This is an optimization exercise on Yosys and OpenROAD, whose aim is small area, not a production implementation. RTL that was checked went through simulation tests only; none was proved equivalent to the original. Function not checked in run 1: the RTL went through the layout flow alone. No activity file was given, so power comes from the tool's default toggle rates.

==> design/flow/design.v <==
`timescale 1ns / 1ps
module VGA_pixel(
	input [9:0] X, input [9:0] Y,           
	input [9:0] Bx, input [9:0] By,         
	input [8:0] p1h, input [8:0] p2h,       
	input [19:0] CBlocks,                   
	input [2:0] CBall, input flag,
	input switch, input game_clk,
	output R_temp, output G_temp, output B_temp,
	output reg [2:0] CBall_n, output reg flag_n,
	output reg [19:0] CBlocks_n,
	output [1:0] ai_ctl
	);
function [10:0] sub11;
	input [9:0] a, b;
	reg c; integer i;
	begin
		c = 1'b1;
		for (i = 0; i < 10; i = i + 1) begin
			sub11[i] = a[i] ^ ~b[i] ^ c;
			c = (a[i] & ~b[i]) | (a[i] & c) | (~b[i] & c);
		end
		sub11[10] = ~c;
	end
endfunction
function geC;                     
	input [10:0] x, k;
	integer i;
	begin
		geC = 1'b1;
		for (i = 0; i < 11; i = i + 1)
			geC = k[i] ? (x[i] & geC) : (x[i] | geC);
	end
endfunction
function leC;                     
	input [10:0] x, k;
	integer i;
	begin
		leC = 1'b1;
		for (i = 0; i < 11; i = i + 1)
			leC = k[i] ? (~x[i] | leC) : (~x[i] & leC);
	end
endfunction
function inS;                     
	input [10:0] d, lo, hi;
	inS = geC(d ^ 11'h400, lo ^ 11'h400) & leC(d ^ 11'h400, hi ^ 11'h400);
endfunction
wire [9:0] paddle_x_P1 = {p1h, 1'b1};
wire [9:0] paddle_x_P2 = {p2h, 1'b1};
wire active = (leC({1'b0, X}, 11'd629)) && (leC({1'b0, Y}, 11'd479));
wire [10:0] dP1 = sub11(X, paddle_x_P1);
wire [10:0] dP2 = sub11(X, paddle_x_P2);
wire [10:0] dBX = sub11(X, Bx);
wire [10:0] dBY = sub11(Y, By);
wire signed [10:0] sP1 = dP1, sP2 = dP2, sBX = dBX, sBY = dBY;
wire RightBorder = (geC({1'b0, X}, 11'd610) && leC({1'b0, X}, 11'd630));
wire LeftBorder = (leC({1'b0, X}, 11'd20));
wire TopBorder = (leC({1'b0, Y}, 11'd20));
wire border_Rico = RightBorder | LeftBorder | TopBorder;
wire border = RightBorder | LeftBorder;
wire paddle_P1 = inS(dP1, -11'sd60, 11'sd60) && (geC({1'b0, Y}, 11'd460) && leC({1'b0, Y}, 11'd479));
wire paddle_P2 = inS(dP2, -11'sd60, 11'sd60) && (leC({1'b0, Y}, 11'd19));
wire paddle_P1_left  = inS(dP1, -11'sd60, -11'sd20);
wire paddle_P1_right = inS(dP1, 11'sd20, 11'sd60);
wire paddle_P2_left  = inS(dP2, -11'sd60, -11'sd20);
wire paddle_P2_right = inS(dP2, 11'sd20, 11'sd60);
wire ball = inS(dBX, 11'sd0, 11'sd20) && inS(dBY, 11'sd0, 11'sd20);
wire ball_reset = (geC({1'b0, By}, 11'd531));
wire xMid = (sBX == 11'sd10);          
wire yMid = (sBY == 11'sd10);          
wire ball_top_2 = xMid && (sBY == -11'sd5);
wire ball_bot_2 = xMid && (sBY == 11'sd25);
wire ball_right_2 = (sBX == 11'sd25) && yMid;
wire ball_left_2 = (sBX == -11'sd5) && yMid;
wire ball_all_2 = ball_top_2 | ball_left_2 | ball_right_2 | ball_bot_2;
wire yb1 = (geC({1'b0, Y}, 11'd30)) && (leC({1'b0, Y}, 11'd90));
wire yb3 = (geC({1'b0, Y}, 11'd100)) && (leC({1'b0, Y}, 11'd150));
wire yb5 = (geC({1'b0, Y}, 11'd200)) && (leC({1'b0, Y}, 11'd250));
wire yb6 = (geC({1'b0, Y}, 11'd260)) && (leC({1'b0, Y}, 11'd310));
wire xOff = (geC({1'b0, X}, 11'd640)) && (leC({1'b0, X}, 11'd700));
wire xA = (geC({1'b0, X}, 11'd30)) && (leC({1'b0, X}, 11'd90));
wire xB = (geC({1'b0, X}, 11'd100)) && (leC({1'b0, X}, 11'd160));
wire xC = (geC({1'b0, X}, 11'd520)) && (leC({1'b0, X}, 11'd580));
wire x220 = (geC({1'b0, X}, 11'd220)), x305 = (geC({1'b0, X}, 11'd305)), x450 = (geC({1'b0, X}, 11'd450));
wire le285 = (leC({1'b0, X}, 11'd285)), le620 = (leC({1'b0, X}, 11'd620)), le380 = (leC({1'b0, X}, 11'd380));
wire le510 = (leC({1'b0, X}, 11'd510)), le630 = (leC({1'b0, X}, 11'd630));
wire [19:0] bx;
assign bx[0]  = ~CBlocks[0] & xA;
assign bx[1]  = ~CBlocks[1] & xB;
assign bx[2]  = ~CBlocks[2] & xA;
assign bx[3]  = ~CBlocks[3] & xB;
assign bx[4]  = ~CBlocks[4] & xA;
assign bx[5]  = ~CBlocks[5] & xB;
assign bx[6]  = ~CBlocks[6] & xA;
assign bx[7]  = ~CBlocks[7] & xB;
assign bx[8]  = ~CBlocks[8] & x220 & (CBlocks[9] ? le620 : le285);
assign bx[9]  = ~CBlocks[9] & x305 & le380;
assign bx[10] = ~CBlocks[10] & x220 & (CBlocks[11] ? le620 : le285);
assign bx[11] = ~CBlocks[11] & x305 & le380;
assign bx[12] = ~CBlocks[12] & x450 & (CBlocks[13] ? le630 : le510);
assign bx[13] = ~CBlocks[13] & xC;
assign bx[14] = ~CBlocks[14] & x450 & (CBlocks[15] ? le630 : le510);
assign bx[15] = ~CBlocks[15] & xC;
assign bx[16] = ~CBlocks[16] & x450 & (CBlocks[17] ? le630 : le510);
assign bx[17] = ~CBlocks[17] & xC;
assign bx[18] = ~CBlocks[18] & x450 & (CBlocks[19] ? le630 : le510);
assign bx[19] = ~CBlocks[19] & xC;
wire [19:0] yb = {yb6, yb6, yb5, yb5, yb3, yb3, yb1, yb1, yb3, yb3, yb1, yb1, yb6, yb6, yb5, yb5, yb3, yb3, yb1, yb1};
wire [19:0] blk = bx & yb;
wire Blocks = |blk;
wire offBlk = xOff & ((yb1 & (CBlocks[0] | CBlocks[1] | CBlocks[13])) |
                      (yb3 & (CBlocks[2] | CBlocks[3] | CBlocks[15])) |
                      (yb5 & (CBlocks[4] | CBlocks[5] | CBlocks[17])) |
                      (yb6 & (CBlocks[6] | CBlocks[7] | CBlocks[19])));
wire Rocks = ((geC({1'b0, Y}, 11'd30) && leC({1'b0, Y}, 11'd150)) || (geC({1'b0, Y}, 11'd200) && leC({1'b0, Y}, 11'd310))) &&
             ((geC({1'b0, X}, 11'd170) && leC({1'b0, X}, 11'd200)) || (geC({1'b0, X}, 11'd400) && leC({1'b0, X}, 11'd430)));
wire ANYTHING = switch ? (paddle_P1 | border_Rico | Rocks) : (paddle_P1 | border | paddle_P2);
wire [10:0] dPB = sub11(paddle_x_P2, Bx);
assign ai_ctl = leC({1'b0, By}, 11'd299) ? {dPB[10], ~dPB[10] & (|dPB[9:0])} : 2'd0;
always @(*) begin
	CBall_n = CBall; flag_n = flag;
	if (game_clk) begin CBall_n = 3'd7; flag_n = 1'b0; end
	else if (ANYTHING && ball_top_2 && !flag && !border) begin
		flag_n = 1'b1;
		CBall_n = (paddle_P1_left || paddle_P1_right) ? 3'd2 : 3'd1;
	end
	else if (ANYTHING && ball_bot_2 && !flag && !border) begin
		flag_n = 1'b1;
		CBall_n = (paddle_P2_left || paddle_P2_right) ? 3'd4 : 3'd3;
	end
	else if (ANYTHING && ball_left_2 && !flag && !paddle_P1 && !paddle_P2) begin
		CBall_n = 3'd5; flag_n = 1'b1;
	end
	else if (ANYTHING && ball_right_2 && !flag && !paddle_P1 && !paddle_P2) begin
		CBall_n = 3'd6; flag_n = 1'b1;
	end
	else if (ball_reset) CBall_n = 3'd0;
end
wire [19:0] hit = blk & {20{ball_all_2}};
reg [19:0] first_hit;
reg seen;
integer fi;
always @(*) begin
	seen = 1'b0;
	for (fi = 0; fi < 20; fi = fi + 1) begin
		first_hit[fi] = hit[fi] & ~seen;
		seen = seen | hit[fi];
	end
end
always @(*) begin
	CBlocks_n = CBlocks;
	if (ball_all_2 & Blocks) CBlocks_n = CBlocks | first_hit;
	else if (ball_reset & ~(ball_all_2 & offBlk)) CBlocks_n = 20'd0;
end
wire pong = border | paddle_P1 | paddle_P2 | ball;
wire ricochet = border_Rico | paddle_P1 | ball | Blocks;
assign R_temp = switch ? (ricochet ^ border_Rico ^ Blocks) & active : (pong ^ paddle_P1) & active;
assign B_temp = switch ? (ricochet ^ Blocks ^ ball ^ Rocks) & active : (pong ^ paddle_P2 ^ ball) & active;
assign G_temp = switch ? (ricochet ^ border_Rico ^ ball ^ Rocks) & active : (pong ^ ball) & active;
endmodule
`timescale 1ns / 1ps
module jstk1_class(input b2, input [3:0] bc, input [2:0] s, input m, output reg [2:0] n);
wire p = s[2];
wire [1:0] xy = s[1:0];
wire [7:0] c39 = 8'b00100111, c144 = 8'b10010000, c225 = 8'b11100001, c233 = 8'b11101001;
wire [2:0] ix = 3'd0 - bc[2:0];    
reg c;
always @(*)
	case (xy)
		2'd0: c = c39[ix];
		2'd1: c = c144[ix];
		2'd2: c = c225[ix];
		default: c = c233[ix];
	endcase
wire above = m & ~c;
reg [1:0] dcls;
always @(*)
	case (xy)
		2'd0: dcls = above ? 2'd1 : 2'd0;
		2'd1: dcls = above ? 2'd2 : 2'd1;
		2'd2: dcls = (above & (bc != 4'd4)) ? 2'd3 : 2'd2;
		default: dcls = above ? 2'd2 : 2'd3;
	endcase
wire [1:0] cls = p ? ((xy == 2'd0) ? 2'd1 : (xy == 2'd1) ? 2'd2 : 2'd3) : xy;
always @(*) begin
	n = s;
	if (!b2) begin
		if (bc == 4'd1) n = {1'b1, m, 1'b0};
		else if (p & (bc == 4'd2) & (xy == 2'd2)) n = {1'b1, m, ~m};
		else if (p & (bc == 4'd5) & (xy == 2'd2)) n = {1'b1, 1'b1, m};
		else if (p & (m != c)) n = {1'b0, dcls};
	end
	else if (!bc[3]) n = m ? {2'b10, cls != 2'd0} : {1'b0, cls[1] & cls[0], ~cls[1] | cls[0]};
	else n = s[2] ? {1'b0, m | s[0], 1'b0} : (m ? {1'b0, s[1:0]} : 3'b001);
end
endmodule
module jstk2_class(input b2, input [3:0] bc, input [2:0] s, input m, output reg [2:0] n);
wire [7:0] c39 = 8'b00100111, c144 = 8'b10010000;
wire c = s[1] ? c144[4'd8 - bc] : c39[4'd8 - bc];
wire u = s[2], g = s[1], e = s[0];
wire A = ~g | (~e & ~u);
wire B = g | e;
always @(*) begin
  if (!b2) begin
    if (bc == 4'd1) n = {1'b0, m, 1'b1};
    else n = {u | (e & g & m & ~c), g | (e & ~g & m & ~c), e & ~(m ^ c)};
  end else if (!bc[3]) n = {1'b0, m, m ? B : A};
  else n = {1'b0, g & (m | e), ~g & (~m | e)};
end
endmodule
`timescale 1ns / 1ps
module VGA_Display(input clk, input left, input left_2, input rst, input switch, input AI_switch,
						 output [2:0] R, output [2:0] G, output [1:0] B, output vga_out_vsync, output vga_out_hsync,
						 output reg flag, output [6:0] OUT, output[3:0] EN,
						 input MISO, output SS, output MOSI, output SCLK,
						 input MISO_P2, output SS_P2, output MOSI_P2, output SCLK_P2 ,output test,
						 input fast);
function [15:0] inc16;            
	input [15:0] x;
	reg c; integer i;
	begin
		c = 1'b1;
		for (i = 0; i < 16; i = i + 1) begin
			inc16[i] = x[i] ^ c;
			c = x[i] & c;
		end
	end
endfunction
function [9:0] add10;             
	input [9:0] a, b;
	reg c; integer i;
	begin
		c = 1'b0;
		for (i = 0; i < 10; i = i + 1) begin
			add10[i] = a[i] ^ b[i] ^ c;
			c = (a[i] & b[i]) | (a[i] & c) | (b[i] & c);
		end
	end
endfunction
function geC;                     
	input [9:0] x, k;
	integer i;
	begin
		geC = 1'b1;
		for (i = 0; i < 10; i = i + 1)
			geC = k[i] ? (x[i] & geC) : (x[i] | geC);
	end
endfunction
function leC;                     
	input [9:0] x, k;
	integer i;
	begin
		leC = 1'b1;
		for (i = 0; i < 10; i = i + 1)
			leC = k[i] ? (~x[i] | leC) : (~x[i] & leC);
	end
endfunction
reg [9:0] X, Y;
wire H_MAX = X[9] & X[8] & X[4] & X[2] & X[0];   
wire V_MAX = Y[9] & Y[3] & Y[1] & Y[0];          
always @(posedge clk or posedge rst)
	if (rst) X <= 10'd0;
	else if (H_MAX) X <= 10'd0;
	else X <= inc16({6'd0, X});
always @(posedge clk or posedge rst)
	if (rst) Y <= 10'd0;
	else if (H_MAX) Y <= V_MAX ? 10'd0 : inc16({6'd0, Y});
assign vga_out_hsync = ~(geC(X, 10'd646) && leC(X, 10'd741));
assign vga_out_vsync = ~(geC(Y, 10'd491) && leC(Y, 10'd493));
reg [5:0] gl;
reg [9:0] gh;
wire game_clk = fast ? ((|gh) | (&gl))
                     : ((gh == 10'd400) & gl[4] & gl[2] & gl[1]);
always @(posedge clk or posedge rst)
	if (rst) begin gl <= 6'd0; gh <= 10'd0; end
	else if (game_clk) begin gl <= 6'd0; gh <= 10'd0; end
	else begin
		gl <= inc16({10'd0, gl});
		if (&gl) gh <= {gh[8:0], ~(gh[9] ^ gh[6])};
	end
reg [6:0] pl;
reg [8:0] ph;
wire temp_clk = fast ? ((|ph) | (pl[6] & (pl[5] | pl[4] | (&pl[3:0]))))
                     : ((ph == 9'd380) & pl[6] & pl[5] & pl[2] & pl[1]);
always @(posedge clk or posedge rst)
	if (rst) begin pl <= 7'd0; ph <= 9'd0; end
	else if (temp_clk) begin pl <= 7'd0; ph <= 9'd0; end
	else begin
		pl <= inc16({9'd0, pl});
		if (&pl) ph <= {ph[7:0], ~(ph[8] ^ ph[4])};
	end
wire ball_clk = switch ? temp_clk : game_clk;
reg [15:0] rcnt;
reg sndRec;
wire rc_end = (rcnt == 16'd38023);
always @(posedge clk or posedge rst)
	if (rst) begin rcnt <= 16'd0; sndRec <= 1'b0; end
	else if (rc_end) begin rcnt <= 16'd0; sndRec <= ~sndRec; end
	else rcnt <= {rcnt[14:0], ~(rcnt[15] ^ rcnt[14] ^ rcnt[12] ^ rcnt[3])};
reg [7:0] scnt;
reg SCK;
wire sc_end = (scnt == 8'd76);
wire sRise = sc_end & ~SCK;
wire sFall = sc_end & SCK;
always @(posedge clk or posedge rst)
	if (rst) begin scnt <= 8'd0; SCK <= 1'b0; end
	else if (sc_end) begin scnt <= 8'd0; SCK <= ~SCK; end
	else scnt <= {scnt[6:0], ~(scnt[7] ^ scnt[5] ^ scnt[4] ^ scnt[3])};
localparam M_IDLE = 2'd0, M_INIT = 2'd1, M_RXTX = 2'd2, M_DONE = 2'd3;
reg [1:0] mState;
reg [3:0] bitCount;
reg CE, BUSY;
reg mosiL;             
localparam C_IDLE = 3'd0, C_INIT = 3'd1, C_WAIT = 3'd2, C_CHECK = 3'd3, C_DONE = 3'd4;
reg [2:0] cState;
reg [2:0] byteCnt;
reg getByte, SSr, sndNZ;
always @(posedge clk or posedge rst)
	if (rst) begin
		CE <= 1'b0; BUSY <= 1'b0; bitCount <= 4'd0; mState <= M_IDLE; mosiL <= 1'b0;
	end
	else if (sFall) begin
		case (mState)
			M_IDLE: begin
				CE <= 1'b0; BUSY <= 1'b0; bitCount <= 4'd0; mosiL <= sndNZ;
				mState <= getByte ? M_INIT : M_IDLE;
			end
			M_INIT: begin
				BUSY <= 1'b1; bitCount <= 4'd0; CE <= 1'b0; mState <= M_RXTX;
			end
			M_RXTX: begin
				BUSY <= 1'b1; bitCount <= inc16({12'd0, bitCount});
				CE <= (bitCount >= 4'd8) ? 1'b0 : 1'b1;
				mState <= (bitCount == 4'd8) ? M_DONE : M_RXTX;
			end
			M_DONE: begin
				CE <= 1'b0; BUSY <= 1'b1; bitCount <= 4'd0; mState <= M_IDLE; mosiL <= 1'b0;
			end
		endcase
	end
always @(posedge clk or posedge rst)
	if (rst) begin
		SSr <= 1'b1; getByte <= 1'b0; sndNZ <= 1'b0; byteCnt <= 3'd0; cState <= C_IDLE;
	end
	else if (sFall) begin
		case (cState)
			C_IDLE: begin
				SSr <= 1'b1; getByte <= 1'b0; sndNZ <= 1'b0; byteCnt <= 3'd0;
				cState <= sndRec ? C_INIT : C_IDLE;
			end
			C_INIT: begin
				SSr <= 1'b0; getByte <= 1'b1; sndNZ <= 1'b1;
				if (BUSY) begin cState <= C_WAIT; byteCnt <= inc16({13'd0, byteCnt}); end
			end
			C_WAIT: begin
				SSr <= 1'b0; getByte <= 1'b0;
				if (!BUSY) cState <= C_CHECK;
			end
			C_CHECK: begin
				SSr <= 1'b0; getByte <= 1'b0;
				cState <= (byteCnt == 3'd5) ? C_DONE : C_INIT;
			end
			C_DONE: begin
				SSr <= 1'b1; getByte <= 1'b0; sndNZ <= 1'b0;
				if (!sndRec) cState <= C_IDLE;
			end
			default: cState <= C_IDLE;
		endcase
	end
assign SS = SSr;
assign SS_P2 = SSr;
assign SCLK = CE & SCK;
assign SCLK_P2 = CE & SCK;
wire m_first = (mState == M_IDLE) | (mState == M_INIT) |
               ((mState == M_RXTX) & (bitCount[3:1] == 3'd0));
wire m_rx = (mState == M_RXTX);
assign MOSI    = mosiL & (m_first | (m_rx & (bitCount == 4'd7)));
assign MOSI_P2 = mosiL & (m_first | (m_rx & (bitCount == 4'd8)));
wire shiftIn = sRise & m_rx & CE;
wire jUpd = shiftIn & ((byteCnt == 3'd1) | ((byteCnt == 3'd2) & (bitCount[3] | (bitCount == 4'd7))));
reg [2:0] j1s, j2s;       
wire [2:0] j1n, j2n;
jstk1_class jc1(.b2(byteCnt[1]), .bc(bitCount), .s(j1s), .m(MISO), .n(j1n));
jstk2_class jc2(.b2(byteCnt[1]), .bc(bitCount), .s(j2s), .m(MISO_P2), .n(j2n));
reg [1:0] j1c, j2c;       
always @(posedge clk or posedge rst)
	if (rst) begin j1s <= 3'd0; j2s <= 3'd0; end
	else if (jUpd) begin
		j1s <= j1n;
		j2s <= j2n;
	end
always @(posedge clk or posedge rst)
	if (rst) begin j1c <= 2'd1; j2c <= 2'd1; end
	else if (sFall & (cState == C_DONE)) begin j1c <= j1s[1:0]; j2c <= j2s[1:0]; end
assign test = (j1c == 2'd3);
wire [1:0] controls_P1 = (j1c == 2'd3) ? 2'd0 : j1c;
wire [1:0] left_P2 = j2c;
reg [8:0] p1h, p2h;
reg [9:0] Bx, By;
reg vxOne, vxNeg, vxThree;    
reg vyNeg, vyTwo;             
reg [2:0] CBall;
wire [1:0] ai_ctl;
wire [1:0] controls_P2 = AI_switch ? ai_ctl : left_P2;
wire p1mv = controls_P1[0] ? geC({1'b0, p1h}, 10'd40) : (controls_P1[1] & leC({1'b0, p1h}, 10'd274));
wire p2mv = controls_P2[0] ? geC({1'b0, p2h}, 10'd40) : (controls_P2[1] & leC({1'b0, p2h}, 10'd274));
wire [9:0] p1nx = add10({1'b0, p1h}, {{9{controls_P1[0]}}, 1'b1});
wire [9:0] p2nx = add10({1'b0, p2h}, {{9{controls_P2[0]}}, 1'b1});
always @(posedge clk or posedge rst)
	if (rst) begin p1h <= 9'd147; p2h <= 9'd147; end
	else if (game_clk) begin
		if (p1mv) p1h <= p1nx[8:0];
		if (p2mv) p2h <= p2nx[8:0];
	end
wire vx23 = ~vxOne & ~vxNeg;    
wire [9:0] Vx10 = {{8{vxNeg}}, vxOne ? 2'b01 : (vxNeg ? (vxThree ? 2'b01 : 2'b10) : (vxThree ? 2'b11 : 2'b10))};
wire [9:0] Vy10 = {{8{vyNeg}}, vyTwo | vyNeg, ~vyTwo};
always @(posedge clk or posedge rst)
	if (rst) begin
		Bx <= 10'd295; By <= 10'd240;
		vxOne <= 1'b1; vxNeg <= 1'b0; vxThree <= 1'b0; vyNeg <= 1'b1; vyTwo <= 1'b0;
	end
	else if (ball_clk) begin
		case (CBall)
			3'd0: begin
				Bx <= 10'd295; By <= 10'd240;
				vxOne <= 1'b1; vxNeg <= 1'b0; vxThree <= 1'b0; vyNeg <= 1'b1; vyTwo <= 1'b0;
			end
			3'd1, 3'd2, 3'd3, 3'd4: begin
				vyNeg <= CBall[1] & CBall[0] | CBall[2];
				vyTwo <= CBall[0];
				vxOne <= 1'b0; vxNeg <= ~vx23; vxThree <= ~CBall[0];
			end
			3'd5: begin    
				vxThree <= vxNeg & vxThree; vxNeg <= 1'b0; vxOne <= 1'b0;
			end
			3'd6: begin    
				vxThree <= ~vxNeg & vxThree & ~vxOne; vxNeg <= 1'b1; vxOne <= 1'b0;
			end
			3'd7: begin
				Bx <= add10(Bx, Vx10); By <= add10(By, Vy10);
			end
		endcase
	end
reg [19:0] CBlocks;
wire R_temp, G_temp, B_temp;
wire [2:0] CBall_n;
wire flag_n;
wire [19:0] CBlocks_n;
VGA_pixel pix(.X(X), .Y(Y), .Bx(Bx), .By(By), .p1h(p1h), .p2h(p2h), .CBlocks(CBlocks),
	.CBall(CBall), .flag(flag), .switch(switch), .game_clk(game_clk),
	.R_temp(R_temp), .G_temp(G_temp), .B_temp(B_temp),
	.CBall_n(CBall_n), .flag_n(flag_n), .CBlocks_n(CBlocks_n), .ai_ctl(ai_ctl));
always @(posedge clk or posedge rst)
	if (rst) begin CBall <= 3'd7; flag <= 1'b0; CBlocks <= 20'd0; end
	else begin CBall <= CBall_n; flag <= flag_n; CBlocks <= CBlocks_n; end
assign R = {3{R_temp}};
assign G = {3{G_temp}};
assign B = {2{B_temp}};
wire sc1 = geC(By, 10'd1) && leC(By, 10'd2);
wire sc2 = geC(By, 10'd480) && leC(By, 10'd482);
reg sc1_d, sc2_d;
reg [3:0] d0, d1, d2, d3;
wire f1 = sc1_d & ~sc1;
wire f2 = sc2_d & ~sc2;
always @(posedge clk or posedge rst)
	if (rst) begin sc1_d <= 1'b0; sc2_d <= 1'b0; d0 <= 4'd0; d1 <= 4'd0; d2 <= 4'd0; d3 <= 4'd0; end
	else begin
		sc1_d <= sc1; sc2_d <= sc2;
		if (f1) begin
			d0 <= (d0 == 4'd9) ? 4'd0 : inc16({12'd0, d0});
			if (d0 == 4'd9) d1 <= (d1 == 4'd9) ? 4'd0 : inc16({12'd0, d1});
		end
		if (f2) begin
			d2 <= (d2 == 4'd9) ? 4'd0 : inc16({12'd0, d2});
			if (d2 == 4'd9) d3 <= (d3 == 4'd9) ? 4'd0 : inc16({12'd0, d3});
		end
	end
reg [1:0] shown;
reg [3:0] dsp;
wire [1:0] sel = {shown[1] ^ shown[0], ~shown[0]};
always @(posedge clk or posedge rst)
	if (rst) begin shown <= 2'd3; dsp <= 4'd15; end
	else if (ball_clk) begin
		shown <= sel;
		case (sel)
			2'd0: dsp <= d3;
			2'd1: dsp <= d2;
			2'd2: dsp <= d1;
			2'd3: dsp <= d0;
		endcase
	end
wire blank = &dsp;
assign EN = blank ? 4'b1111 : ~(4'b1000 >> shown);
reg [6:0] seg;
always @(*)
	case (dsp)
		4'd0: seg = 7'b0000001;
		4'd1: seg = 7'b1001111;
		4'd2: seg = 7'b0010010;
		4'd3: seg = 7'b0000110;
		4'd4: seg = 7'b1001100;
		4'd5: seg = 7'b0100100;
		4'd6: seg = 7'b0100000;
		4'd7: seg = 7'b0001111;
		4'd8: seg = 7'b0000000;
		4'd9: seg = 7'b0000100;
		default: seg = 7'b1111111;
	endcase
assign OUT = seg;
endmodule
==> design/flow/run.sh <==
#!/bin/bash
# synth_recipe.tcl (not shown) runs the flow's synth.tcl, then flattens the netlist and writes it again
# the make line also repeats each setting of config.mk as NAME=value (left out here)
make -C /OpenROAD-flow-scripts/flow DESIGN_CONFIG=/design/flow/config.mk WORK_HOME=/design/flow/orfs CLKGATE_MAP_FILE= SYNTH_SCRIPT=/design/flow/synth_recipe.tcl finish
==> design/flow/config.mk <==
export PLATFORM = sky130hd
export DESIGN_NAME = VGA_Display
export DESIGN_NICKNAME = VGA_Display
export VERILOG_FILES = /design/flow/design.v
export SDC_FILE = /design/flow/constraint.sdc
export NUM_CORES = 4
export LEC_CHECK = 0
export CAP_MARGIN = 20
export CORE_MARGIN = 2
export CORE_UTILIZATION = 40
export SLEW_MARGIN = 20
==> design/flow/constraint.sdc <==
create_clock -name core_clock -period 10.0 [get_ports {clk}]
set_input_delay 2.0000 -clock core_clock [delete_from_list [all_inputs] [get_ports {clk}]]
set_output_delay 2.0000 -clock core_clock [all_outputs]
set_load 0.01 [all_outputs]
==> results of run 1 <==
repair_timing:
action | in CTS | in global routing
resized for setup | 0 | 1
endpoints found under the hold margin | 0 | 0
endpoints found under the setup margin | 0 | 8
per-stage QoR:
stage	total power, mW	hold WS [ns]	cell area (sq um)	instances
5_1_grt	3.03	0.392	14500	1816
3_5_place_dp	2.12	0.357	13900	1784
4_1_cts	2.82	0.375	14500	1816
6_report	2.79	0.372	14500	1816
2_1_floorplan	1.83	0.410	13300	1374
3_3_place_gp	2.08	0.358	13900	1784
layer usage:
| metal | up-vias | wire length [um] |
|---|---|---|
| met1 | 4788 | 14200 |
| li1 | 4777 | - |
| met5 | - | 0 |
| met2 | 157 | 12800 |
| met4 | 0 | 366 |
| met3 | 24 | 935 |
state kept, by name (all words and copies together), names as in the netlist, 3 cells and up:
register and cells:
Bx 10, By 10, CBall 3, CBlocks 20, X 10, Y 10
bitCount 4, byteCnt 3, cState 3, d0 4, d1 4, d2 4
d3 4, dsp 4, gh 10, gl 6, j1s 3, j2s 3
p1h 9, p2h 9, ph 9, pl 7, rcnt 16, scnt 8
power by group:
group / total, mW / switching (mW) / leakage [nW] / internal, mW
combinational: 1.03 / 0.575 / 3.44 / 0.456
sequential: 1.07 / 0.139 / 2.50 / 0.936
clock: 0.683 / 0.351 / 0.275 / 0.332
total: 2.79 / 1.07 / 6.22 / 1.72
worst register-to-register path: cells and delay by family, from the launching register on:
kind	cells	cell delay, ns
compound gates	1	0.45
buf+inv	2	0.47
simple gates	4	0.42
flops	1	0.52
fa+ha+maj	15	5.96
xor+xnor	2	0.33
worst paths after layout:
| kind | startpoint | endpoint | slack [ns] | depth (start not counted) |
|---|---|---|---|---|
| worst min-delay path | rcnt[5]$_DFF_PP0_ | rcnt[6]$_DFF_PP0_ | 0.37 | 0 |
| worst min register to register | rcnt[5]$_DFF_PP0_ | rcnt[6]$_DFF_PP0_ | 0.37 | 0 |
| worst max register to register | p2h[0]$_DFFE_PP1P_ | p2h[8]$_DFFE_PP0P_ | 1.75 | 24 |
| max in group asynchronous | rst | CBlocks[6]$_DFFE_PP0P_ | 6.45 | 3 |
| min in group asynchronous | rst | mState[1]$_DFFE_PP0P_ | 2.12 | 2 |
| worst max-delay path | p1h[0]$_DFFE_PP1P_ | B[1] | 0.54 | 20 |
kinds of logic after synthesis:
family / share of synthesized area (%)
xor gates and xnor gates: 2.05
AOI/OAI and AO/OA: 15.1
DFF: 37.5
and+or+nand+nor: 18.2
adders and majority gates: 17.7
buffers and inverters: 6.09
muxes: 3.45
cells in the final DEF, fill, tap and decap left out, types with 7 or more instances in the layout:
cell type and instances:
sky130_fd_sc_hd__dfrtp_1 166, sky130_fd_sc_hd__inv_1 123, sky130_fd_sc_hd__nand2_1 112, sky130_fd_sc_hd__nor2_1 101
sky130_fd_sc_hd__o21ai_0 80, sky130_fd_sc_hd__fa_1 72, sky130_fd_sc_hd__ha_1 71, sky130_fd_sc_hd__a21oi_1 66
sky130_fd_sc_hd__and2_1 37, sky130_fd_sc_hd__nor3_1 36, sky130_fd_sc_hd__clkdlybuf4s50_1 35, sky130_fd_sc_hd__nand3_1 32
sky130_fd_sc_hd__dfstp_2 31, sky130_fd_sc_hd__xnor2_1 24, sky130_fd_sc_hd__nand4_1 23, sky130_fd_sc_hd__mux2i_1 22
sky130_fd_sc_hd__nor2b_1 21, sky130_fd_sc_hd__mux2_2 19, sky130_fd_sc_hd__clkbuf_16 17, sky130_fd_sc_hd__nor4_1 15
sky130_fd_sc_hd__o22ai_1 14, sky130_fd_sc_hd__nand2b_1 13, sky130_fd_sc_hd__a22o_1 13, sky130_fd_sc_hd__a211oi_1 11
sky130_fd_sc_hd__a31oi_1 10, sky130_fd_sc_hd__o22a_1 10, sky130_fd_sc_hd__o21a_1 9, sky130_fd_sc_hd__a21o_1 8
sky130_fd_sc_hd__or2_2 8, sky130_fd_sc_hd__nor4b_1 8, sky130_fd_sc_hd__o211ai_1 8, sky130_fd_sc_hd__nor3b_1 7
sky130_fd_sc_hd__xor2_1 7, sky130_fd_sc_hd__buf_4 7
final cells by class:
class / count / share of cell area, %
multi-input combinational: 979 / 51.9
sequential: 197 / 34.3
tap: 442 / 3.82
inverter: 124 / 3.27
clock buffer: 18 / 2.97
timing repair buffer: 42 / 2.78
clock inverter: 14 / 0.977
==> parameters.txt, run 1 <==
Parameter                              Value

Run status
  Status ... no timing/DRC/antenna violations

Setup path
  Buf/Inv on CP ... 3
  Crit-path max cell delay ... a little under 0.7 ns
  Startpoint-to-endpoint class of the critical path ... flip-flop to output port
  Critical path endpoint category ... output port
  Standard cell with the maximum stage delay on the critical path ... sky130_fd_sc_hd__a2111oi_4
  Chain of cells forming the critical path ... inv_1 -> ha_1 -> a211oi_1 -> fa_1 -> inv_1 -> fa_1 -> fa_1 -> fa_1 -> fa_1 -> fa_1 -> fa_1 -> fa_1 -> and4b_1 -> o311ai_0 -> a2111oi_4 -> nor2_1 -> a211oi_1 -> o21ai_0 -> nor3_1 -> clkdlybuf4s50_1
  Worst path required time ... around 8.0 ns
  Startpoint type of the worst setup path ... flip-flop
  Cell seen most often among critical-path stages ... sky130_fd_sc_hd__fa_1
  Arrival @ worst endpoint ... between 7 and 8 ns
  Largest delay share family, worst path ... adder cells
  Largest fanout on the critical path ... 8

GRT
  Wire length of the first global-routing pass ... approximately 50 mm
  Overall track demand over capacity in global routing ... between 15 and 20%
  Met2 global-route usage ... between 20% and 30%
  Global Route met3 Usage ... approximately 3%
  Global-route track usage on met1 ... between 20 and 25%
  Remaining Overflow, GRT ... 0
  Pin count of the biggest net entering global routing ... 140
  Most crowded layer after global routing ... met2
  Vias in the first global route ... roughly 9500
  Number of antenna violations at the first check in global routing ... 0

Place
  Final HPWL DP ... 20.2 mm
  Pre-CTS setup slack ... 0.926 ns
  Placer congestion estimate ... around 0.83
  Port-buffer cells ... 35

Yosys
  Synth top area share ... a little under a third
  Net Count, Synth ... ~1500
  Predominant post-synthesis flop cell ... sky130_fd_sc_hd__dfrtp_1
  Average footprint of a synthesized cell ... between 9 and 10 sq um
  Count of warnings emitted by yosys ... 4
  Post-synthesis sequential area ratio ... between 30% and 40%
  Register bit total from synthesis ... 197
  Cell variety after synth ... 86
  Combined area of all synthesized cells ... between 10000 and 15000 sq um
  Top cells by count, synth ... 166 x sky130_fd_sc_hd__dfrtp_1, 124 x sky130_fd_sc_hd__inv_1, 112 x sky130_fd_sc_hd__nand2_1
  Biggest area consumer among synthesized cells ... sky130_fd_sc_hd__dfrtp_1
  Cell with the most instances after synthesis ... sky130_fd_sc_hd__dfrtp_1
  Share of synthesized registers carrying an async set or reset ... 100%
  Area contributors post-synth ... sky130_fd_sc_hd__dfrtp_1 31%, sky130_fd_sc_hd__fa_1 11%, sky130_fd_sc_hd__ha_1 6.7%
  Number of synthesized flops with an enable pin ... 0
  Cell count after synthesis ... about 1400

Cells and area
  Fill cell instance count of the final layout ... about 3100
  Inserted Diodes ... 0
  Finished Core Util ... between 40% and 50%
  Share of layout cells above drive strength 1 ... between 8 and 9%
  Layout Nets ... roughly 1500
  Relative area change from synthesis to final layout ... 9.19%
  Total area of sequential cells ... 4970 sq um
  Area of the multi-input gates ... around 7500 sq um

Clock tree
  Number of H-tree levels ... 4
  Buffer count from post-CTS setup fixing ... 0
  Worst-Skew Late Latency ... 0.46 ns
  Largest buffer count on any clock path ... 2
  Clock transition at the registers of the reported paths ... approximately 0.080 ns
  TritonCTS clock tree ... built
  TritonCTS Sinks ... a little under 200
  Number of buffers created by CTS ... 17
  CTS root buffer ... sky130_fd_sc_hd__clkbuf_16
  Hold-fix buffers, CTS ... 0

Power
  P per Cell Area ... a little under 200 nW/um^2
  Worst vdd rail ir drop ... 0.172 mV
  Leakage Power ... 6.22 nW

Timing
  Period Utilization, post-route ... between 90% and 100%
  Clock Skews ... about 0.012 ns
  Final critical path time including I/O delays and setup ... 9.46 ns
  Number of pins exceeding their max-slew limit in the final report ... 0
  Endpoints failing setup ... 0
  Total count of hold-check failures in the final report ... 0
  Slew of the pin with the lowest slew margin ... 1.15 ns
  Highest attainable clock frequency ... 106 MHz
  Final-layout setup total negative slack ... 0 ns
  Tightest slew margin relative to the limit ... approximately 22%
  RSZ-0062 raised after global routing ... false
  Final worst-path setup slack ... roughly 0.54 ns

Drt
  Average routed wire per standard cell ... between 15 and 20 um
  First DRT Iteration DRCs ... 669
  Total iterations of the first detailed-routing run ... 5
  Vias after detailed routing ... around 9700
  Number of vias per cell ... 5.37
  Detailed-route wire length ... 28.2 mm
  DRC Markers ... 0
  Number of routed nets with antenna violations ... 0

Job
  Count of max-cap constraint violations ... 0

Worst hold path
  Path type of the worst min-delay path ... flip-flop to flip-flop

Die
  Boundary Pins ... 38
  Die Span X ... ~190 um
  Total Die Area ... around 35000 sq um
  Core Area ... about 33000 sq um
  Number of placement rows ... between 60 and 70
  Die Ht ... 186 um
  Starting density of the core ... between 40% and 50%
==> run 2: changes to the inputs <==
--- a/design/flow/design.v
+++ b/design/flow/design.v
@@ -137,21 +137,9 @@
 	else if (ball_reset) CBall_n = 3'd0;
 end
 wire [19:0] hit = blk & {20{ball_all_2}};
-reg [19:0] first_hit;
-reg seen;
-integer fi;
-always @(*) begin
-	seen = 1'b0;
-	for (fi = 0; fi < 20; fi = fi + 1) begin
-		first_hit[fi] = hit[fi] & ~seen;
-		seen = seen | hit[fi];
-	end
-end
-always @(*) begin
-	CBlocks_n = CBlocks;
-	if (ball_all_2 & Blocks) CBlocks_n = CBlocks | first_hit;
-	else if (ball_reset & ~(ball_all_2 & offBlk)) CBlocks_n = 20'd0;
-end
+wire [19:0] first_hit = hit & ~{4'b0, hit[10], hit[10], hit[8], hit[8], 12'b0};
+wire clr = ball_reset & ~(ball_all_2 & (Blocks | offBlk));
+always @(*) CBlocks_n = {20{~clr}} & (CBlocks | first_hit);
 wire pong = border | paddle_P1 | paddle_P2 | ball;
 wire ricochet = border_Rico | paddle_P1 | ball | Blocks;
 assign R_temp = switch ? (ricochet ^ border_Rico ^ Blocks) & active : (pong ^ paddle_P1) & active;
@@ -309,48 +297,49 @@
 localparam M_IDLE = 2'd0, M_INIT = 2'd1, M_RXTX = 2'd2, M_DONE = 2'd3;
 reg [1:0] mState;
 reg [3:0] bitCount;
-reg CE, BUSY;
 reg mosiL;             
+wire CE = (mState == M_RXTX) & (|bitCount);
+wire BUSY = mState[1] | ((mState == M_IDLE) & bitCount[3]);
 localparam C_IDLE = 3'd0, C_INIT = 3'd1, C_WAIT = 3'd2, C_CHECK = 3'd3, C_DONE = 3'd4;
 reg [2:0] cState;
-reg [2:0] byteCnt;
-reg getByte, SSr, sndNZ;
+reg [2:0] byteCnt;     
+reg getByte, SSr;
+wire sndNZ = ~SSr;
 always @(posedge clk or posedge rst)
 	if (rst) begin
-		CE <= 1'b0; BUSY <= 1'b0; bitCount <= 4'd0; mState <= M_IDLE; mosiL <= 1'b0;
+		bitCount <= 4'd0; mState <= M_IDLE; mosiL <= 1'b0;
 	end
 	else if (sFall) begin
 		case (mState)
 			M_IDLE: begin
-				CE <= 1'b0; BUSY <= 1'b0; bitCount <= 4'd0; mosiL <= sndNZ;
+				bitCount <= 4'd0; mosiL <= sndNZ;
 				mState <= getByte ? M_INIT : M_IDLE;
 			end
 			M_INIT: begin
-				BUSY <= 1'b1; bitCount <= 4'd0; CE <= 1'b0; mState <= M_RXTX;
+				bitCount <= 4'd0; mState <= M_RXTX;
 			end
 			M_RXTX: begin
-				BUSY <= 1'b1; bitCount <= inc16({12'd0, bitCount});
-				CE <= (bitCount >= 4'd8) ? 1'b0 : 1'b1;
+				bitCount <= inc16({12'd0, bitCount});
 				mState <= (bitCount == 4'd8) ? M_DONE : M_RXTX;
 			end
 			M_DONE: begin
-				CE <= 1'b0; BUSY <= 1'b1; bitCount <= 4'd0; mState <= M_IDLE; mosiL <= 1'b0;
+				bitCount <= 4'd8; mState <= M_IDLE; mosiL <= 1'b0;
 			end
 		endcase
 	end
 always @(posedge clk or posedge rst)
 	if (rst) begin
-		SSr <= 1'b1; getByte <= 1'b0; sndNZ <= 1'b0; byteCnt <= 3'd0; cState <= C_IDLE;
+		SSr <= 1'b1; getByte <= 1'b0; cState <= C_IDLE;
 	end
 	else if (sFall) begin
 		case (cState)
 			C_IDLE: begin
-				SSr <= 1'b1; getByte <= 1'b0; sndNZ <= 1'b0; byteCnt <= 3'd0;
+				SSr <= 1'b1; getByte <= 1'b0;
 				cState <= sndRec ? C_INIT : C_IDLE;
 			end
 			C_INIT: begin
-				SSr <= 1'b0; getByte <= 1'b1; sndNZ <= 1'b1;
-				if (BUSY) begin cState <= C_WAIT; byteCnt <= inc16({13'd0, byteCnt}); end
+				SSr <= 1'b0; getByte <= 1'b1;
+				if (BUSY) cState <= C_WAIT;
 			end
 			C_WAIT: begin
 				SSr <= 1'b0; getByte <= 1'b0;
@@ -361,12 +350,17 @@
 				cState <= (byteCnt == 3'd5) ? C_DONE : C_INIT;
 			end
 			C_DONE: begin
-				SSr <= 1'b1; getByte <= 1'b0; sndNZ <= 1'b0;
+				SSr <= 1'b1; getByte <= 1'b0;
 				if (!sndRec) cState <= C_IDLE;
 			end
 			default: cState <= C_IDLE;
 		endcase
 	end
+always @(posedge clk)
+	if (sFall) begin
+		if (cState == C_IDLE) byteCnt <= 3'd0;
+		else if ((cState == C_INIT) & BUSY) byteCnt <= inc16({13'd0, byteCnt});
+	end
 assign SS = SSr;
 assign SS_P2 = SSr;
 assign SCLK = CE & SCK;
@@ -383,9 +377,8 @@
 jstk1_class jc1(.b2(byteCnt[1]), .bc(bitCount), .s(j1s), .m(MISO), .n(j1n));
 jstk2_class jc2(.b2(byteCnt[1]), .bc(bitCount), .s(j2s), .m(MISO_P2), .n(j2n));
 reg [1:0] j1c, j2c;       
-always @(posedge clk or posedge rst)
-	if (rst) begin j1s <= 3'd0; j2s <= 3'd0; end
-	else if (jUpd) begin
+always @(posedge clk)       
+	if (jUpd) begin
 		j1s <= j1n;
 		j2s <= j2n;
 	end
--- a/design/flow/config.mk
+++ b/design/flow/config.mk
@@ -8,4 +8,5 @@
 export CAP_MARGIN = 20
 export CORE_MARGIN = 2
 export CORE_UTILIZATION = 40
+export CTS_BUF_LIST = sky130_fd_sc_hd__clkbuf_8
 export SLEW_MARGIN = 20
==> parameters.txt, run 2 <==
Parameter                              Value

Cells and area
  Share of layout cells above drive strength 1 ... 8.77% (was 8.08%)
  Most frequent standard cell in the layout excluding fill and tap cells ... sky130_fd_sc_hd__dfrtp_1 (unchanged)
  Inserted Diodes ... 0 (unchanged)
  Total area of sequential cells ... 4940 sq um (was 4970 sq um)
  Layout Nets ... 1484 (was 1513)
  Most frequent cells in the layout ... 154 x sky130_fd_sc_hd__dfrtp_1, 117 x sky130_fd_sc_hd__nor2_1, 117 x sky130_fd_sc_hd__inv_1, 99 x sky130_fd_sc_hd__nand2_1, 87 x sky130_fd_sc_hd__a21oi_1 (was 166 x sky130_fd_sc_hd__dfrtp_1, 123 x sky130_fd_sc_hd__inv_1, 112 x sky130_fd_sc_hd__nand2_1, 101 x sky130_fd_sc_hd__nor2_1, 80 x sky130_fd_sc_hd__o21ai_0)
  Area of the multi-input gates ... 7270 sq um (was 7510 sq um)
  Top flop regs ... CBlocks: 20 flops, rcnt: 16 flops (unchanged)
  Finished Core Util ... 44.1% (was 44.4%)
  Max FFs per register ... 20 (unchanged)
  Register with the most flip-flops ... CBlocks (unchanged)
  Relative area change from synthesis to final layout ... 7.92% (was 9.19%)
  Fill cell instance count of the final layout ... 3043 (was 3110)

Worst hold path
  Worst hold path startpoint ... scnt[1]$_DFF_PP0_ (was rcnt[5]$_DFF_PP0_)
  Hold endpoint ... scnt[2]$_DFF_PP0_ (was rcnt[6]$_DFF_PP0_)
  Path type of the worst min-delay path ... flip-flop to flip-flop (unchanged)
  Hold Crit Depth ... 0 (unchanged)

Power
  Leakage Power ... 6.06 nW (was 6.22 nW)
  Switching pwr ... 1.06 mW (was 1.07 mW)
  P per Cell Area ... 190 nW/um^2 (was 193 nW/um^2)
  Part of the total power dissipated in combinational logic ... 39.3% (was 36.9%)
  Worst vdd rail ir drop ... 0.127 mV (was 0.172 mV)
  Share of total power in the clock network ... 20.4% (was 24.5%)
  Switching Fraction ... 39.9% (was 38.2%)
  Sequential cell fraction of total power ... 40.3% (was 38.5%)
  Internal ... 1.61 mW (was 1.72 mW)

Run status
  Status ... no timing/DRC/antenna violations (unchanged)

Yosys
  Share of synthesized registers carrying an async set or reset ... 95.4% (was 100%)
  Combined area of all synthesized cells ... 13000 sq um (was 13300 sq um)
  Share of the synthesized area in compound gates (AO/OA/AOI/OAI) ... 14.4% (was 15.1%)
  Top cells by count, synth ... 154 x sky130_fd_sc_hd__dfrtp_1, 118 x sky130_fd_sc_hd__inv_1, 117 x sky130_fd_sc_hd__nor2_1 (was 166 x sky130_fd_sc_hd__dfrtp_1, 124 x sky130_fd_sc_hd__inv_1, 112 x sky130_fd_sc_hd__nand2_1)
  Net Count, Synth ... 1492 (was 1526)
  Cell count after synthesis ... 1341 (was 1374)
  Area contributors post-synth ... sky130_fd_sc_hd__dfrtp_1 30%, sky130_fd_sc_hd__fa_1 11%, sky130_fd_sc_hd__ha_1 6.7% (was sky130_fd_sc_hd__dfrtp_1 31%, sky130_fd_sc_hd__fa_1 11%, sky130_fd_sc_hd__ha_1 6.7%)
  Register bit total from synthesis ... 194 (was 197)
  Biggest area consumer among synthesized cells ... sky130_fd_sc_hd__dfrtp_1 (unchanged)
  Area fraction in and, or, nand and nor cells after synthesis ... 18.4% (was 18.2%)
  Cell variety after synth ... 86 (unchanged)
  Synth top area share ... 29.7% (was 31.3%)
  Adder-cell share of the synthesized area ... 17.9% (was 17.7%)
  Multiplexer share of the synthesized area ... 2.92% (was 3.45%)
  Count of warnings emitted by yosys ... 4 (unchanged)
  Post-synthesis sequential area ratio ... 38.0% (was 37.5%)
  Combinational family with the most area after synthesis ... simple AND/OR/NAND/NOR gates (unchanged)
  Cell with the most instances after synthesis ... sky130_fd_sc_hd__dfrtp_1 (unchanged)
  Average footprint of a synthesized cell ... 9.69 sq um (was 9.65 sq um)
  Xor-xnor portion of the synthesized cell area ... 2.16% (was 2.05%)
  Predominant post-synthesis flop cell ... sky130_fd_sc_hd__dfrtp_1 (unchanged)
  Number of synthesized flops with an enable pin ... 9 (was 0)

Timing
  Final critical path time including I/O delays and setup ... 9.15 ns (was 9.46 ns)
  Final-layout setup total negative slack ... 0 ns (unchanged)
  RSZ-0062 raised after global routing ... false (unchanged)
  Period Utilization, post-route ... 91.5% (was 94.6%)
  Number of pins exceeding their max-slew limit in the final report ... 0 (unchanged)
  Clock Skews ... 0.0191 ns (was 0.0119 ns)
  Tightest slew margin relative to the limit ... 34.9% (was 22.3%)
  Endpoints failing setup ... 0 (unchanged)
  Minimum hold slack ... 0.371 ns (was 0.372 ns)
  Slew of the pin with the lowest slew margin ... 0.977 ns (was 1.15 ns)
  Highest attainable clock frequency ... 109 MHz (was 106 MHz)
  Total count of hold-check failures in the final report ... 0 (unchanged)
  Final worst-path setup slack ... 0.849 ns (was 0.542 ns)

GRT
  Vias in the first global route ... 9515 (was 9548)
  Wire length of the first global-routing pass ... 48.1 mm (was 48.6 mm)
  Overall track demand over capacity in global routing ... 17.5% (about the same)
  Pin count of the biggest net entering global routing ... 111 (was 140)
  Number of antenna violations at the first check in global routing ... 0 (unchanged)
  Remaining Overflow, GRT ... 0 (unchanged)

Clock tree
  Cts repair resizes ... 0 (unchanged)
  Clock transition at the registers of the reported paths ... 0.12 ns (was 0.08 ns)
  Number of buffers created by CTS ... 17 (unchanged)
  TritonCTS clock tree ... built (unchanged)
  Hold-fix buffers, CTS ... 0 (unchanged)
  Buffer count from post-CTS setup fixing ... 0 (unchanged)
  CTS root buffer ... sky130_fd_sc_hd__clkbuf_8 (was sky130_fd_sc_hd__clkbuf_16)
  Worst-Skew Late Latency ... 0.51 ns (was 0.46 ns)
  TritonCTS Sinks ... 194 (was 197)
  Largest buffer count on any clock path ... 2 (unchanged)
  Number of H-tree levels ... 4 (unchanged)

Drt
  First DRT Iteration DRCs ... 538 (was 669)
  Detailed-route wire length ... 27.5 mm (was 28.2 mm)
  Number of routed nets with antenna violations ... 0 (unchanged)
  Number of vias per cell ... 5.33 (was 5.37)
  DRC Markers ... 0 (unchanged)
  Total iterations of the first detailed-routing run ... 5 (unchanged)
  Average routed wire per standard cell ... 15.4 um (was 15.5 um)
  Vias after detailed routing ... 9486 (was 9746)

Die
  Starting density of the core ... 40.9% (was 40.6%)
  Boundary Pins ... 38 (unchanged)
  Number of placement rows ... 65 (was 66)
  Total Die Area ... 33900 sq um (was 34600 sq um)
  Core Area ... 31800 sq um (was 32600 sq um)
  Die Ht ... 184 um (was 186 um)
  Die Span X ... 184 um (was 186 um)

Setup path
  Internal reg-to-reg setup slack ... 2.18 ns (was 1.75 ns)
  Arrival @ worst endpoint ... 7.15 ns (was 7.46 ns)
  Number of cells on the worst reg-to-reg path ... 27 (was 24)
  Worst path required time ... 8.00 ns (about the same)
  Crit Reg-Reg Endpoint ... p2h[8]$_DFFE_PP0P_ (unchanged)
  Largest fanout on the critical path ... 9 (was 8)
  Critical path endpoint category ... output port (unchanged)
  Startpoint type of the worst setup path ... flip-flop (unchanged)
  Startpoint-to-endpoint class of the critical path ... flip-flop to output port (unchanged)
  R2r startpoint ... p2h[0]$_DFFE_PP1P_ (unchanged)

Place
  Port-buffer cells ... 35 (unchanged)
  Placer congestion estimate ... 0.864 (was 0.830)
  Pre-CTS setup slack ... 1.32 ns (was 0.926 ns)
  Final HPWL DP ... 19.5 mm (was 20.2 mm)

Job
  Count of max-cap constraint violations ... 0 (unchanged)
## run 2: layout make-up
cell class                 instances  share of cell area, %
clock buffer                      18                   1.77
tap                              435                   3.88
inverter                         118                   3.21
multi-input combinational        960                   51.9
clock inverter                    14                   1.12
timing repair buffer              42                   2.93
sequential                       194                   35.2
## run 2: cells by family (layout without fill, tap and decap cells)
family,after synthesis,in the layout
AO/OA/AOI/OAI,289,289
XOR/XNOR,32,32
adder cells (fa/ha/maj),143,143
buffers and inverters,187,192
flip-flops,194,194
multiplexers,35,35
AND/OR/NAND/NOR,461,461
## run 2: power groups by stage
stage / clock (mW) / combinational [mW] / sequential [mW]
after floorplan: 0 / 0.814 / 1.04
after global placement: 0 / 1.02 / 1.09
after detailed placement: 0 / 1.05 / 1.09
after CTS: 0.567 / 1.05 / 1.08
after global routing: 0.600 / 1.23 / 1.10
final: 0.545 / 1.05 / 1.08
## run 2: critical path, cell delays in order (launching register included)
cell	delay (ns)
sky130_fd_sc_hd__dfrtp_1	0.44
sky130_fd_sc_hd__inv_1	0.10
sky130_fd_sc_hd__ha_1	0.15
sky130_fd_sc_hd__inv_1	0.05
sky130_fd_sc_hd__fa_1	0.35
sky130_fd_sc_hd__inv_1	0.07
sky130_fd_sc_hd__fa_1	0.15
sky130_fd_sc_hd__inv_1	0.05
sky130_fd_sc_hd__fa_1	0.37
sky130_fd_sc_hd__fa_1	0.39
sky130_fd_sc_hd__fa_1	0.39
sky130_fd_sc_hd__fa_1	0.39
sky130_fd_sc_hd__fa_1	0.39
sky130_fd_sc_hd__fa_1	0.39
sky130_fd_sc_hd__fa_1	0.46
sky130_fd_sc_hd__nor4b_1	0.44
sky130_fd_sc_hd__nand4_1	0.24
sky130_fd_sc_hd__and3b_1	0.44
sky130_fd_sc_hd__a21o_1	0.17
sky130_fd_sc_hd__o21ai_0	0.07
sky130_fd_sc_hd__a211oi_1	0.51
sky130_fd_sc_hd__clkdlybuf4s50_1	0.64
## run 2: per-stage QoR
stage / total power [mW] / cell area [sq um] / std cells
6_report: 2.67 / 14000 / 1781
3_3_place_gp: 2.11 / 13600 / 1747
5_1_grt: 2.93 / 14000 / 1781
3_5_place_dp: 2.14 / 13600 / 1747
4_1_cts: 2.70 / 14000 / 1779
2_1_floorplan: 1.85 / 13000 / 1341
## run 2: worst max-delay path by stage
| stage | depth (start not counted) | from | endpoint | slack [ns] |
|---|---|---|---|---|
| 2_1_floorplan | 22 | Y[0]$_DFFE_PP0P_ | R[0] | 2.37 |
| 3_3_place_gp | 21 | Y[0]$_DFFE_PP0P_ | B[1] | 1.42 |
| 3_5_place_dp | 21 | Y[0]$_DFFE_PP0P_ | B[1] | 1.32 |
| 4_1_cts | 21 | Y[0]$_DFFE_PP0P_ | B[1] | 0.78 |
| 5_1_grt | 21 | Y[0]$_DFFE_PP0P_ | B[1] | 0.48 |
| 6_report | 21 | Y[0]$_DFFE_PP0P_ | B[1] | 0.85 |
## run 2: layer usage
metal  vias to the layer above  wire length (um)  track usage [%]
met5                         -                 0                0
met4                         0               436             5.34
met3                        28               915             3.14
met2                       166             12400             27.2
met1                      4653             13700             25.0
li1                       4639                 -                -
==> run 3: changes to the inputs <==
==> design/flow/flow/run.sh (new file) <==
#!/bin/bash
# Layout flow: the standard ORFS flow, with two changes that only affect
# cell choice:
#  - ABC maps the logic with an area-oriented script (flow/abc_area.script)
#    instead of ORFS's delay-oriented one (registers are mapped before ABC
#    and are untouched by it);
#  - the input/output port buffers are buf_1 cells.
# Each tool's output goes to a log file in this folder.
set -euo pipefail
WORK=$(pwd)
rm -rf "$WORK/scripts_local"
cp -r "$FLOW_HOME/scripts" "$WORK/scripts_local"
cp "$WORK/flow/abc_area.script" "$WORK/scripts_local/abc_speed.script"
bash "$WORK/standard.sh" SCRIPTS_DIR="$WORK/scripts_local" \
	BUFFER_PORTS_ARGS="-buffer_cell sky130_fd_sc_hd__buf_1" finish > "$WORK/flow_make.log" 2>&1
==> design/flow/flow/abc_area.script (new file) <==
strash
&get -n
&fraig -x
&put
scorr
dc2
strash
&get -n
&syn2
&dch -f
&nf -R 1000 -p
&put
strash
dch -f
&get -n
&nf -R 1000 -p
&put
==> design/flow/standard.sh (new file) <==
#!/bin/bash
# synth_recipe.tcl (not shown) runs the flow's synth.tcl, then flattens the netlist and writes it again
# the make line also repeats each setting of config.mk as NAME=value (left out here)
make -C /OpenROAD-flow-scripts/flow DESIGN_CONFIG=/design/flow/config.mk WORK_HOME=/design/flow/orfs CLKGATE_MAP_FILE= SYNTH_SCRIPT=/design/flow/synth_recipe.tcl "${@:-finish}"
--- a/design/flow/config.mk
+++ b/design/flow/config.mk
@@ -8,5 +8,4 @@
 export CAP_MARGIN = 20
 export CORE_MARGIN = 2
 export CORE_UTILIZATION = 40
-export CTS_BUF_LIST = sky130_fd_sc_hd__clkbuf_8
 export SLEW_MARGIN = 20
removed: design/flow/run.sh
==> parameters.txt, run 3 <==
Parameter                              Value

Timing
  Final-layout setup total negative slack ... 0 ns (unchanged)
  Period Utilization, post-route ... 89.2% (was 91.5%)
  Number of pins exceeding their max-slew limit in the final report ... 0 (unchanged)
  Clock Skews ... 0.0140 ns (was 0.0191 ns)
  Minimum hold slack ... 0.372 ns (was 0.371 ns)
  Endpoints failing setup ... 0 (unchanged)
  Final critical path time including I/O delays and setup ... 8.92 ns (was 9.15 ns)
  Total count of hold-check failures in the final report ... 0 (unchanged)
  Highest attainable clock frequency ... 112 MHz (was 109 MHz)
  Slew of the pin with the lowest slew margin ... 1.03 ns (was 0.977 ns)
  RSZ-0062 raised after global routing ... false (unchanged)
  Tightest slew margin relative to the limit ... 31.0% (was 34.9%)

Clock tree
  Clock transition at the registers of the reported paths ... 0.08 ns (was 0.12 ns)
  Cts repair resizes ... 0 (unchanged)
  CTS root buffer ... sky130_fd_sc_hd__clkbuf_16 (was sky130_fd_sc_hd__clkbuf_8)
  Buffer count from post-CTS setup fixing ... 0 (unchanged)
  Worst-Skew Late Latency ... 0.45 ns (was 0.51 ns)
  TritonCTS clock tree ... built (unchanged)
  Number of H-tree levels ... 4 (unchanged)
  Largest buffer count on any clock path ... 2 (unchanged)
  TritonCTS Sinks ... 194 (unchanged)
  Number of buffers created by CTS ... 17 (unchanged)
  Hold-fix buffers, CTS ... 0 (unchanged)

Cells and area
  Post-layout instance count excluding filler cells ... 1712 (was 1781)
  Layout Nets ... 1454 (was 1484)
  Inserted Diodes ... 0 (unchanged)
  Most frequent cells in the layout ... 154 x sky130_fd_sc_hd__dfrtp_1, 136 x sky130_fd_sc_hd__nor2_1, 113 x sky130_fd_sc_hd__clkinv_1, 93 x sky130_fd_sc_hd__nand2_1, 90 x sky130_fd_sc_hd__a21oi_1 (was 154 x sky130_fd_sc_hd__dfrtp_1, 117 x sky130_fd_sc_hd__nor2_1, 117 x sky130_fd_sc_hd__inv_1, 99 x sky130_fd_sc_hd__nand2_1, 87 x sky130_fd_sc_hd__a21oi_1)
  Fill cell instance count of the final layout ... 2939 (was 3043)
  Max FFs per register ... 20 (unchanged)
  Top flop regs ... CBlocks: 20 flops, rcnt: 16 flops (unchanged)
  Relative area change from synthesis to final layout ... 9.35% (was 7.92%)
  Share of layout cells above drive strength 1 ... 5.55% (was 8.77%)
  Register with the most flip-flops ... CBlocks (unchanged)
  Most frequent standard cell in the layout excluding fill and tap cells ... sky130_fd_sc_hd__dfrtp_1 (unchanged)

Drt
  DRC Markers ... 0 (unchanged)
  First DRT Iteration DRCs ... 592 (was 538)
  Average routed wire per standard cell ... 15.4 um (about the same)
  Total iterations of the first detailed-routing run ... 5 (unchanged)
  Vias after detailed routing ... 9314 (was 9486)
  Number of vias per cell ... 5.44 (was 5.33)
  Number of routed nets with antenna violations ... 0 (unchanged)
  Detailed-route wire length ... 26.4 mm (was 27.5 mm)

Place
  Final HPWL DP ... 19.5 mm (about the same)
  Placer congestion estimate ... 0.807 (was 0.864)
  Number of instances in the placed design ... 1680 (was 1747)
  Port-buffer cells ... 35 (unchanged)

Yosys
  Share of synthesized registers carrying an async set or reset ... 95.4% (unchanged)
  Count of warnings emitted by yosys ... 4 (unchanged)
  Net Count, Synth ... 1414 (was 1492)
  Cell variety after synth ... 70 (was 86)
  Average footprint of a synthesized cell ... 9.86 sq um (was 9.69 sq um)
  Cell count after synthesis ... 1263 (was 1341)
  Combined area of all synthesized cells ... 12400 sq um (was 13000 sq um)
  Top cells by count, synth ... 154 x sky130_fd_sc_hd__dfrtp_1, 136 x sky130_fd_sc_hd__nor2_1, 114 x sky130_fd_sc_hd__clkinv_1 (was 154 x sky130_fd_sc_hd__dfrtp_1, 118 x sky130_fd_sc_hd__inv_1, 117 x sky130_fd_sc_hd__nor2_1)
  Cell with the most instances after synthesis ... sky130_fd_sc_hd__dfrtp_1 (unchanged)
  Multiplexer share of the synthesized area ... 3.30% (was 2.92%)
  Predominant post-synthesis flop cell ... sky130_fd_sc_hd__dfrtp_1 (unchanged)
  Share of the synthesized area in compound gates (AO/OA/AOI/OAI) ... 13.9% (was 14.4%)
  Register bit total from synthesis ... 194 (unchanged)
  Biggest area consumer among synthesized cells ... sky130_fd_sc_hd__dfrtp_1 (unchanged)
  Number of synthesized flops with an enable pin ... 9 (unchanged)
  Synth top area share ... 31.0% (was 29.7%)
  Combinational family with the most area after synthesis ... adder cells (was simple AND/OR/NAND/NOR gates)
  Area fraction in and, or, nand and nor cells after synthesis ... 18.1% (was 18.4%)
  Post-synthesis sequential area ratio ... 39.7% (was 38.0%)
  Area contributors post-synth ... sky130_fd_sc_hd__dfrtp_1 31%, sky130_fd_sc_hd__fa_1 12%, sky130_fd_sc_hd__ha_1 7.0% (was sky130_fd_sc_hd__dfrtp_1 30%, sky130_fd_sc_hd__fa_1 11%, sky130_fd_sc_hd__ha_1 6.7%)
  Xor-xnor portion of the synthesized cell area ... 2.04% (was 2.16%)
  Adder-cell share of the synthesized area ... 18.6% (was 17.9%)

Setup path
  Chain of cells forming the critical path ... clkinv_1 -> ha_1 -> a211oi_1 -> fa_1 -> clkinv_1 -> fa_1 -> fa_1 -> fa_1 -> fa_1 -> fa_1 -> fa_1 -> fa_1 -> nand3_1 -> nor4b_1 -> o21a_1 -> nand2b_1 -> or2_0 -> nor3b_1 -> a211oi_1 -> a311oi_1 -> buf_1 (was inv_1 -> ha_1 -> inv_1 -> fa_1 -> inv_1 -> fa_1 -> inv_1 -> fa_1 -> fa_1 -> fa_1 -> fa_1 -> fa_1 -> fa_1 -> fa_1 -> nor4b_1 -> nand4_1 -> and3b_1 -> a21o_1 -> o21ai_0 -> a211oi_1 -> clkdlybuf4s50_1)
  Critical path endpoint category ... output port (unchanged)
  Largest fanout on the critical path ... 5 (was 9)
  Arrival @ worst endpoint ... 6.92 ns (was 7.15 ns)
  Largest delay share family, worst path ... adder cells (unchanged)
  Cell seen most often among critical-path stages ... sky130_fd_sc_hd__fa_1 (unchanged)
  Startpoint type of the worst setup path ... flip-flop (unchanged)
  Buf/Inv on CP ... 3 (was 5)
  Startpoint-to-endpoint class of the critical path ... flip-flop to output port (unchanged)
  Worst path required time ... 8.00 ns (about the same)
  Standard cell with the maximum stage delay on the critical path ... sky130_fd_sc_hd__dfstp_2 (was sky130_fd_sc_hd__clkdlybuf4s50_1)
  Crit-path max cell delay ... 0.56 ns (was 0.64 ns)

Die
  Die Ht ... 180 um (was 184 um)
  Die Span X ... 180 um (was 184 um)
  Boundary Pins ... 38 (unchanged)
  Starting density of the core ... 40.7% (was 40.9%)
  Total Die Area ... 32500 sq um (was 33900 sq um)
  Number of placement rows ... 64 (was 65)
  Core Area ... 30600 sq um (was 31800 sq um)

Job
  Count of max-cap constraint violations ... 0 (unchanged)

GRT
  Wire length of the first global-routing pass ... 45.9 mm (was 48.1 mm)
  Remaining Overflow, GRT ... 0 (unchanged)
  Number of antenna violations at the first check in global routing ... 0 (unchanged)
  Overall track demand over capacity in global routing ... 17.0% (was 17.5%)
  Vias in the first global route ... 9241 (was 9515)
  Pin count of the biggest net entering global routing ... 87 (was 111)

Run status
  Status ... no timing/DRC/antenna violations (unchanged)

Power
  Leakage Power ... 5.65 nW (was 6.06 nW)
  P per Cell Area ... 196 nW/um^2 (was 190 nW/um^2)
  Worst vdd rail ir drop ... 0.137 mV (was 0.127 mV)

Worst hold path
  Path type of the worst min-delay path ... flip-flop to flip-flop (unchanged)
[run 3: cell families (layout without fill, tap and decap cells)]
group	after synthesis	after routing
buffers and inverters	136	189
multiplexers	39	39
AND/OR/NAND/NOR	451	451
flip-flops	194	194
AO/OA/AOI/OAI	272	272
adder cells (fa/ha/maj)	142	142
XOR/XNOR	29	29
[run 3: worst paths after layout]
path                               startpoint               endpoint  slack (ns)  cells after the start
setup reg to reg           p2h[0]$_DFFE_PP1P_     p2h[8]$_DFFE_PP0P_        1.43                     24
min in group asynchronous                 rst  mState[0]$_DFFE_PP0P_        1.60                      2
max in group asynchronous                 rst      d1[3]$_DFFE_PP0P_        7.24                      3
hold reg to reg            rcnt[11]$_DFF_PP0_     rcnt[12]$_DFF_PP0_        0.37                      0
setup / recovery           p2h[0]$_DFFE_PP1P_                   B[1]        1.08                     21
hold / removal             rcnt[11]$_DFF_PP0_     rcnt[12]$_DFF_PP0_        0.37                      0
[run 3: metal layers]
layer / vias to the layer above / GRT usage, % / routed length, um
met4: 0 / 4.39 / 343
met1: 4600 / 23.7 / 12700
met2: 164 / 27.4 / 12400
met3: 20 / 3.13 / 1000
met5: - / 0 / 0
li1: 4530 / - / -
[run 3: stage by stage]
| stage | worst slack (ns) | total power, mW | area [sq um] | utilization [%] |
|---|---|---|---|---|
| floorplan | 1.98 | 1.75 | 12400 | - |
| global placement | 1.50 | 1.97 | 13000 | 42.6 |
| detailed placement | 1.41 | 2.00 | 13000 | 42.6 |
| CTS | 1.05 | 2.70 | 13600 | 44.5 |
| global route | 0.595 | 2.90 | 13600 | 44.5 |
| finish | 1.08 | 2.67 | 13600 | 44.5 |
[run 3: worst reg2reg max path: cells and delay by family, from the launching register on]
kind | cells | cell delay (ns)
adders and majority gates | 15 | 5.93
buffers and inverters | 2 | 0.69
and+or+nand+nor | 4 | 0.68
DFF | 1 | 0.56
xor gates and xnor gates | 2 | 0.33
AOI/OAI and AO/OA | 1 | 0.26
[run 3: layout make-up]
cell class / instances / area [sq um] / area share [%]
inverter: 114 / 435 / 3.20
clock buffer: 19 / 443 / 3.25
multi-input combinational: 933 / 6970 / 51.2
tap: 396 / 495 / 3.64
timing repair buffer: 43 / 191 / 1.41
sequential: 194 / 4940 / 36.3
clock inverter: 13 / 140 / 1.03
[run 3: where the power goes]
| group | leakage, nW | switching (mW) | internal (mW) |
|---|---|---|---|
| combinational | 2.97 | 0.531 | 0.393 |
| clock | 0.287 | 0.341 | 0.340 |
| sequential | 2.39 | 0.132 | 0.928 |
| total | 5.65 | 1.00 | 1.66 |

port drivers added, routing unchanged:
Ports are ideal in the flow. The routed layouts listed here were re-timed in OpenROAD. Step 1 sets driving cells, clkbuf_16 on the clock port and buf_2 on the other inputs (assumed; they add their load-dependent delay and slew). Step 2 also shifts input and output timing later by t, the mid clock arrival at the registers, as if the neighbouring blocks saw the same clock. Slacks: no drivers / after step 1 / after step 2; pairs: no drivers / after step 1.
run | t (ns) | setup slack, ns | worst data-port slew with drivers (ns) | pins driven straight from the clock port
run 1 | 0.498 | 0.542 / 0.495 / 0.993 | 0.06 | 1
run 2 | 0.547 | 0.849 / 0.803 / 1.350 | 0.05 | 1
run 3 | 0.496 | 1.081 / 1.032 / 1.434 | 0.06 | 1
After both steps every run listed still meets setup and hold.
